Context: an optimization exercise on an open-source flow, tuned for small area. The choices shown serve that exercise and are no tape-out recipe. Where RTL was checked, it was by simulation tests only, not by an equivalence proof against the original. Power and IR drop assume default switching activity.

==> inputs of v23 <==
## impl_top
module impl_top (
input               clk     ,
input               sw_0    ,
input   wire        uart_rxd,
output  wire        uart_txd,
output  wire [7:0]  led,
output  wire uart_rx_break,
output  wire uart_rx_valid,
output  wire uart_tx_busy,
output  wire uart_rx_fe,
output  wire uart_rx_pe,
output  wire [10:0] uart_rx_data,
output  wire [199:0] sbus_frame,
output  wire sbus_frame_valid
);
==> module impl_top, before the edit <==
module impl_top (
input               clk     ,
input               sw_0    ,
input   wire        uart_rxd,
output  wire        uart_txd,
output  wire [7:0]  led,
output  wire uart_rx_break,
output  wire uart_rx_valid,
output  wire uart_tx_busy,
output  wire uart_rx_fe,
output  wire uart_rx_pe,
output  wire [10:0] uart_rx_data,
output  wire [199:0] sbus_frame,
output  wire sbus_frame_valid
);
wire rst = !sw_0;
reg rxd_0, rxd_1;
always @(posedge clk) begin
    rxd_0 <= uart_rxd | rst;
    rxd_1 <= rxd_0;
end
reg [8:0] r_cnt;
reg [3:0] r_ph;
wire r_idle = r_ph == 4'd0;
wire r_stop = r_ph == 4'd13;
wire r_c500 = r_cnt == 9'd67;
wire r_c250 = r_cnt == 9'd358;
wire r_valid = r_stop && r_c250;
always @(posedge clk) begin
    if (r_idle || r_c500 || r_valid)
        r_cnt <= 9'd0;
    else
        r_cnt <= {r_cnt[7:0], ~(r_cnt[8] ^ r_cnt[4])};
end
wire r_adv = (r_idle && !rxd_1) || r_c500;
always @(posedge clk) begin
    if (rst || r_valid)
        r_ph <= 4'd0;
    else
        r_ph <= r_ph + r_adv;
end
reg [10:0] r_sr;
always @(posedge clk) begin
    if (r_idle)
        r_sr <= 11'd0;
    else if (r_c250 && !r_stop)
        r_sr <= {rxd_1, r_sr[10:1]};
end
reg r_sel;
always @(posedge clk) begin
    r_sel <= r_stop && r_cnt != 9'd0;
end
reg seen;
always @(posedge clk) begin
    if (rst)
        seen <= 1'b0;
    else if (r_valid)
        seen <= 1'b1;
end
reg [10:0] d_reg;    
always @(posedge clk) begin
    if (rst)
        d_reg <= 11'h0F0;
    else if (r_valid)
        d_reg <= r_sr;
end
assign uart_rx_data = r_sel ? r_sr
                            : {d_reg[10:8], d_reg[7:4] & {4{seen}}, d_reg[3:0]};
assign led = d_reg[7:0];
assign uart_rx_valid = r_valid;
assign uart_rx_break = r_valid && ~|r_sr;
assign uart_rx_pe = ^uart_rx_data[8:0];
assign uart_rx_fe = ~&uart_rx_data[10:9];
reg [8:0] t_cnt;
reg [3:0] t_ph;
wire t_idle = t_ph == 4'd0;
wire t_c500 = t_cnt == 9'd67;
always @(posedge clk) begin
    if (t_c500)
        t_cnt <= 9'd0;
    else
        t_cnt <= t_idle ? {7'd0, seen, seen} : {t_cnt[7:0], ~(t_cnt[8] ^ t_cnt[4])};
end
wire t_tail = t_ph == 4'd13;
wire t_adv = (t_idle && r_valid) || t_c500;
always @(posedge clk) begin
    if (rst || (t_tail && t_cnt[0]))
        t_ph <= 4'd0;
    else
        t_ph <= t_ph + t_adv;
end
reg t_bit;
always @(*) begin
    case (t_ph)
        4'd2 : t_bit = d_reg[0];
        4'd3 : t_bit = d_reg[1];
        4'd4 : t_bit = d_reg[2];
        4'd5 : t_bit = d_reg[3];
        4'd6 : t_bit = d_reg[4];
        4'd7 : t_bit = d_reg[5];
        4'd8 : t_bit = d_reg[6];
        4'd9 : t_bit = d_reg[7];
        4'd10: t_bit = d_reg[8];
        4'd11: t_bit = d_reg[9];
        4'd12: t_bit = d_reg[10];
        4'd13: t_bit = d_reg[10] | t_cnt[0];
        4'd1 : t_bit = 1'b0;
        default: t_bit = 1'b1;
    endcase
end
reg txd_reg;
always @(posedge clk) begin
    txd_reg <= t_bit;
end
assign uart_txd = txd_reg;
assign uart_tx_busy = !t_idle;
reg  [183:0] w;       
reg         w_hdr;    
reg [183:0] f;        
reg         f_cap;    
reg         f_vld_n;
wire [7:0] w_in = {d_reg[7:1], d_reg[0] | !seen};
always @(posedge clk) begin
    if (rst)
        w <= {184{1'b1}};
    else if (r_valid)
        w <= {w_in, w[183:8]};
end
always @(posedge clk) begin
    if (rst)
        w_hdr <= 1'b0;
    else if (r_valid)
        w_hdr <= w[7:0] == 8'hF0;
end
wire match = w_hdr && d_reg[7:0] == 8'h00;
always @(posedge clk) begin
    if (rst)
        f <= {184{1'b1}};
    else if (match)
        f <= w;
end
always @(posedge clk) begin
    if (rst)
        f_cap <= 1'b0;
    else
        f_cap <= f_cap | match;
end
always @(posedge clk) begin
    f_vld_n <= !match;
end
assign sbus_frame = {{8{!f_cap}}, f, 4'hF, {4{!f_cap}}};
assign sbus_frame_valid = f_vld_n;
endmodule
clock: 10.0 ns
lec_check: 0
cap_margin: 20
core_margin: 2
core_utilization: 65
slew_margin: 20
standard.sh (not shown) runs the stock make flow with config.mk's settings and CLKGATE_MAP_FILE= SYNTH_SCRIPT=/design/flow/synth_recipe.tcl, a recipe that flattens the netlist after the stock synthesis.
==> flow/flow/run.sh <==
#!/bin/bash
# The standard flow (standard.sh) with three changes:
#  - after the standard synthesis (unchanged, so every register keeps its
#    name and cell), the combinational cells are optimised again by ABC
#    (deepsyn, then area-oriented mapping; resyn.log); the flip-flops are not
#    touched;
#  - port buffers use the smallest buffer cell;
#  - the clock tree is built from clkbuf_4 cells in small sink clusters,
#    without dummy loads.
set -euo pipefail
KNOBS=(
  "BUFFER_PORTS_ARGS=-buffer_cell sky130_fd_sc_hd__buf_1"
  "CTS_ARGS=-sink_clustering_enable -repair_clock_nets -dont_use_dummy_load -buf_list sky130_fd_sc_hd__clkbuf_4 -sink_clustering_size 10 -sink_clustering_max_diameter 60"
)
bash standard.sh "${KNOBS[@]}" synth > flow_synth.log 2>&1

RES=orfs/results/$FLOW_PLATFORM/impl_top/base
LIB=$FLOW_HOME/platforms/$FLOW_PLATFORM/lib/sky130_fd_sc_hd__tt_025C_1v80.lib
YOSYS=$(command -v yosys || echo "$FLOW_HOME/../tools/install/yosys/bin/yosys")
python3 flow/cellmodels.py "$LIB" cellmodels.v > cellmodels.log 2>&1
cp $RES/1_2_yosys.v 1_2_yosys_standard.v
cat > abc_area.script <<EOS
strash
&get -n
&deepsyn -T 30
&put
dch -f
amap
topo
EOS
cat > resyn.ys <<EOS
read_liberty -lib $LIB
read_verilog 1_2_yosys_standard.v
hierarchy -top $FLOW_TOP
techmap -map cellmodels.v
opt -purge
techmap
opt -purge
abc -liberty $LIB -dont_use *lpflow* -dont_use *probe* -script abc_area.script
opt_clean -purge
hilomap -singleton -hicell sky130_fd_sc_hd__conb_1 HI -locell sky130_fd_sc_hd__conb_1 LO
insbuf -buf sky130_fd_sc_hd__buf_4 A X
check -assert -mapped
stat -liberty $LIB
write_verilog -noattr -nohex -nodec 1_2_yosys_resyn.v
EOS
"$YOSYS" -s resyn.ys > resyn.log 2>&1
cp 1_2_yosys_resyn.v $RES/1_2_yosys.v
rm -f $RES/1_synth.odb $RES/1_synth.sdc

bash standard.sh "${KNOBS[@]}" finish > flow.log 2>&1
==> flow/flow/cellmodels.py <==
#!/usr/bin/env python3
"""Write Verilog models of the liberty's combinational cells (for yosys techmap).

usage: cellmodels.py LIBERTY OUT.v
Cells with a ff, latch or statetable group, or an output without a function,
are left out, so flip-flops stay as they are.
"""
import re
import sys

lib, out = sys.argv[1], sys.argv[2]
txt = open(lib).read()


def group_end(s, i):
    depth = 1
    while depth:
        c = s[i]
        if c == '{':
            depth += 1
        elif c == '}':
            depth -= 1
        i += 1
    return i


def conv(f):
    f = f.replace('!', '~').replace('+', '|').replace('*', '&')
    return re.sub(r'(\w+|\))\s+(?=[\w(~])', r'\1&', f)


mods = []
for m in re.finditer(r'\n\s*cell\s*\(\s*"?(\w+)"?\s*\)\s*\{', txt):
    name = m.group(1)
    body = txt[m.end():group_end(txt, m.end())]
    if re.search(r'\b(ff|latch|statetable)\s*\(', body):
        continue
    pins = []
    for pm in re.finditer(r'\n\s*pin\s*\(\s*"?(\w+)"?\s*\)\s*\{', body):
        pb = body[pm.end():group_end(body, pm.end())]
        d = re.search(r'direction\s*:\s*"?(\w+)"?', pb)
        f = re.search(r'\n\s*function\s*:\s*"([^"]*)"', pb)
        pins.append((pm.group(1), d.group(1) if d else None, f.group(1) if f else None))
    ins = [p for p in pins if p[1] == 'input']
    outs = [p for p in pins if p[1] == 'output']
    if not outs or any(p[2] is None for p in outs):
        continue
    s = 'module %s(%s);\n' % (name, ', '.join(p[0] for p in ins + outs))
    s += ''.join('  input %s;\n' % p[0] for p in ins)
    s += ''.join('  output %s;\n  assign %s = %s;\n' % (p[0], p[0], conv(p[2])) for p in outs)
    mods.append(s + 'endmodule\n')
open(out, 'w').write('\n'.join(mods))
print('%d cell models written to %s' % (len(mods), out))
==> v35: changes against v23 <==
--- a/flow/design.v
+++ b/flow/design.v
@@ -41,9 +41,7 @@
 end
 reg [10:0] r_sr;
 always @(posedge clk) begin
-    if (r_idle)
-        r_sr <= 11'd0;
-    else if (r_c250 && !r_stop)
+    if (r_c250 && !r_stop)
         r_sr <= {rxd_1, r_sr[10:1]};
 end
 reg r_sel;
@@ -57,15 +55,21 @@
     else if (r_valid)
         seen <= 1'b1;
 end
-reg [10:0] d_reg;    
+reg [7:0] d_lo;      
+reg [2:0] d_hi;
 always @(posedge clk) begin
     if (rst)
-        d_reg <= 11'h0F0;
+        d_lo <= 8'hF0;
     else if (r_valid)
-        d_reg <= r_sr;
+        d_lo <= r_sr[7:0];
 end
+always @(posedge clk) begin
+    if (r_valid)
+        d_hi <= r_sr[10:8];
+end
+wire [10:0] d_reg = {d_hi, d_lo};
 assign uart_rx_data = r_sel ? r_sr
-                            : {d_reg[10:8], d_reg[7:4] & {4{seen}}, d_reg[3:0]};
+                            : {d_reg[10:4] & {7{seen}}, d_reg[3:0]};
 assign led = d_reg[7:0];
 assign uart_rx_valid = r_valid;
 assign uart_rx_break = r_valid && ~|r_sr;
@@ -114,30 +118,40 @@
 end
 assign uart_txd = txd_reg;
 assign uart_tx_busy = !t_idle;
-reg  [183:0] w;       
+wire [183:0] w_n;     
 reg         w_hdr;    
-reg [183:0] f;        
+reg [183:0] f_n;      
 reg         f_cap;    
 reg         f_vld_n;
-wire [7:0] w_in = {d_reg[7:1], d_reg[0] | !seen};
+wire [7:0] w_in_n = ~{d_reg[7:1], d_reg[0] | !seen};
+reg [22:0]  w0_n;     
+reg [160:0] wx_n;     
+always @(posedge clk or negedge sw_0) begin
+    if (!sw_0)
+        w0_n <= 23'd0;
+    else if (r_valid)
+        w0_n <= {w_in_n[0], w0_n[22:1]};
+end
 always @(posedge clk) begin
-    if (rst)
-        w <= {184{1'b1}};
-    else if (r_valid)
-        w <= {w_in, w[183:8]};
+    if (r_valid)
+        wx_n <= {w_in_n[7:1], wx_n[160:7]};
 end
+genvar k;
+generate
+    for (k = 0; k < 23; k = k + 1) begin : g_win
+        assign w_n[8*k+7:8*k] = {wx_n[7*k+6:7*k], w0_n[k]};
+    end
+endgenerate
 always @(posedge clk) begin
     if (rst)
         w_hdr <= 1'b0;
     else if (r_valid)
-        w_hdr <= w[7:0] == 8'hF0;
+        w_hdr <= w_n[7:0] == 8'h0F;
 end
 wire match = w_hdr && d_reg[7:0] == 8'h00;
 always @(posedge clk) begin
-    if (rst)
-        f <= {184{1'b1}};
-    else if (match)
-        f <= w;
+    if (match)
+        f_n <= w_n;
 end
 always @(posedge clk) begin
     if (rst)
@@ -148,6 +162,6 @@
 always @(posedge clk) begin
     f_vld_n <= !match;
 end
-assign sbus_frame = {{8{!f_cap}}, f, 4'hF, {4{!f_cap}}};
+assign sbus_frame = {{8{!f_cap}}, ~(f_n & {184{f_cap}}), 4'hF, {4{!f_cap}}};
 assign sbus_frame_valid = f_vld_n;
 endmodule
==> flow/flow/run.sh (replaced) <==
#!/bin/bash
# The standard ORFS flow (the standard.sh, standard synthesis unchanged)
# with two changes: port buffers use the smallest buffer cell, and the clock
# tree is built from clkbuf_4 cells in small sink clusters, without dummy loads.
set -euo pipefail
bash standard.sh \
  "BUFFER_PORTS_ARGS=-buffer_cell sky130_fd_sc_hd__buf_1" \
  "CTS_ARGS=-sink_clustering_enable -repair_clock_nets -dont_use_dummy_load -buf_list sky130_fd_sc_hd__clkbuf_4 -sink_clustering_size 10 -sink_clustering_max_diameter 60" \
  finish > flow.log 2>&1
CORE_UTILIZATION = 80   (was 65)
removed: flow/flow/cellmodels.py
==> v4: changes against v23 <==
--- a/flow/design.v
+++ b/flow/design.v
@@ -41,9 +41,7 @@
 end
 reg [10:0] r_sr;
 always @(posedge clk) begin
-    if (r_idle)
-        r_sr <= 11'd0;
-    else if (r_c250 && !r_stop)
+    if (r_c250 && !r_stop)
         r_sr <= {rxd_1, r_sr[10:1]};
 end
 reg r_sel;
CORE_UTILIZATION = 50   (was 65)
==> qor summary <==
                                                                        v4           v35           v23
Status                                            timing/DRC/antenna clean  timing/DRC/antenna clean  timing/DRC/antenna clean
Switching power share of the total                                  0.2140        0.1872        0.2110
Final std cell area, no fill                                  14,470 sq um  15,780 sq um  14,370 sq um
Post-route insts no fill                                             1,601         1,354         1,548
Netlist Area Pre-Place                                        12,940 sq um  14,440 sq um  12,900 sq um
Achievable clock frequency                                       194.3 MHz     194.6 MHz     202.4 MHz
N_diodes                                                                 1             0             1
Amount of wire on met2 after detailed routing                     11.94 mm      13.46 mm      12.48 mm
Final layout net count                                               1,275         1,134         1,287
Routed wire per std cell                                          17.32 um      19.56 um      17.07 um
Worst skew pair latency                                            0.68 ns       0.67 ns       0.67 ns
Chip Height                                                       164.9 um      138.4 um      144.9 um
Minimum hold slack                                               0.3476 ns     0.3472 ns     0.3323 ns
Sequential standard cell area                                   8598 sq um  12,200 sq um    8488 sq um
Worst r2r dst                                                        w[10]     wx_n[130]         w[77]
Proportion of final cell area spent on non-clock buffers           0.06095       0.05740       0.06408
Maximum number of pins on one net before global-route repair           106            98           103
Detailed placer's ending HPWL                                     17.01 mm      16.96 mm      16.82 mm
Crit Reg-Reg Startpoint                                           r_cnt[6]      r_cnt[0]      r_cnt[3]
Wirelength, routed                                                27.73 mm      26.48 mm      26.42 mm
Total stage count of the critical path                                   7             6             9
PnR worst setup slack                                             4.853 ns      4.862 ns      5.059 ns
No functional check of the RTL was part of v23.

[port drivers added, routing unchanged]
How much do the figures lean on ideal ports? The routed layouts below were timed once more, with nothing changed but the port constraints. Step 1 assumes that a clkbuf_16 drives the clock port and a buf_2 every other input. Step 2 times the ports against the registers' clock, not the clock port: input delays grow and output delays shrink by t, the midpoint of the rising clock arrivals with the driver on. a / b / c = no drivers / after step 1 / after step 2; a / b = the first two.
| run | t, ns | setup WS [ns] | worst setup path at the end | worst register clock-pin slew, ns | worst slew at a driven data input, ns |
|---|---|---|---|---|---|
| v23 | 0.685 | 5.059 / 5.015 / 5.250 | input to register | 0.11 / 0.11 | 0.03 |
| v35 | 0.669 | 4.862 / 4.823 / 5.493 | register to output | 0.11 / 0.11 | 0.03 |
| v4 | 0.683 | 4.853 / 4.811 / 5.089 | input to register | 0.11 / 0.11 | 0.03 |
After both steps every run listed still meets setup and hold.
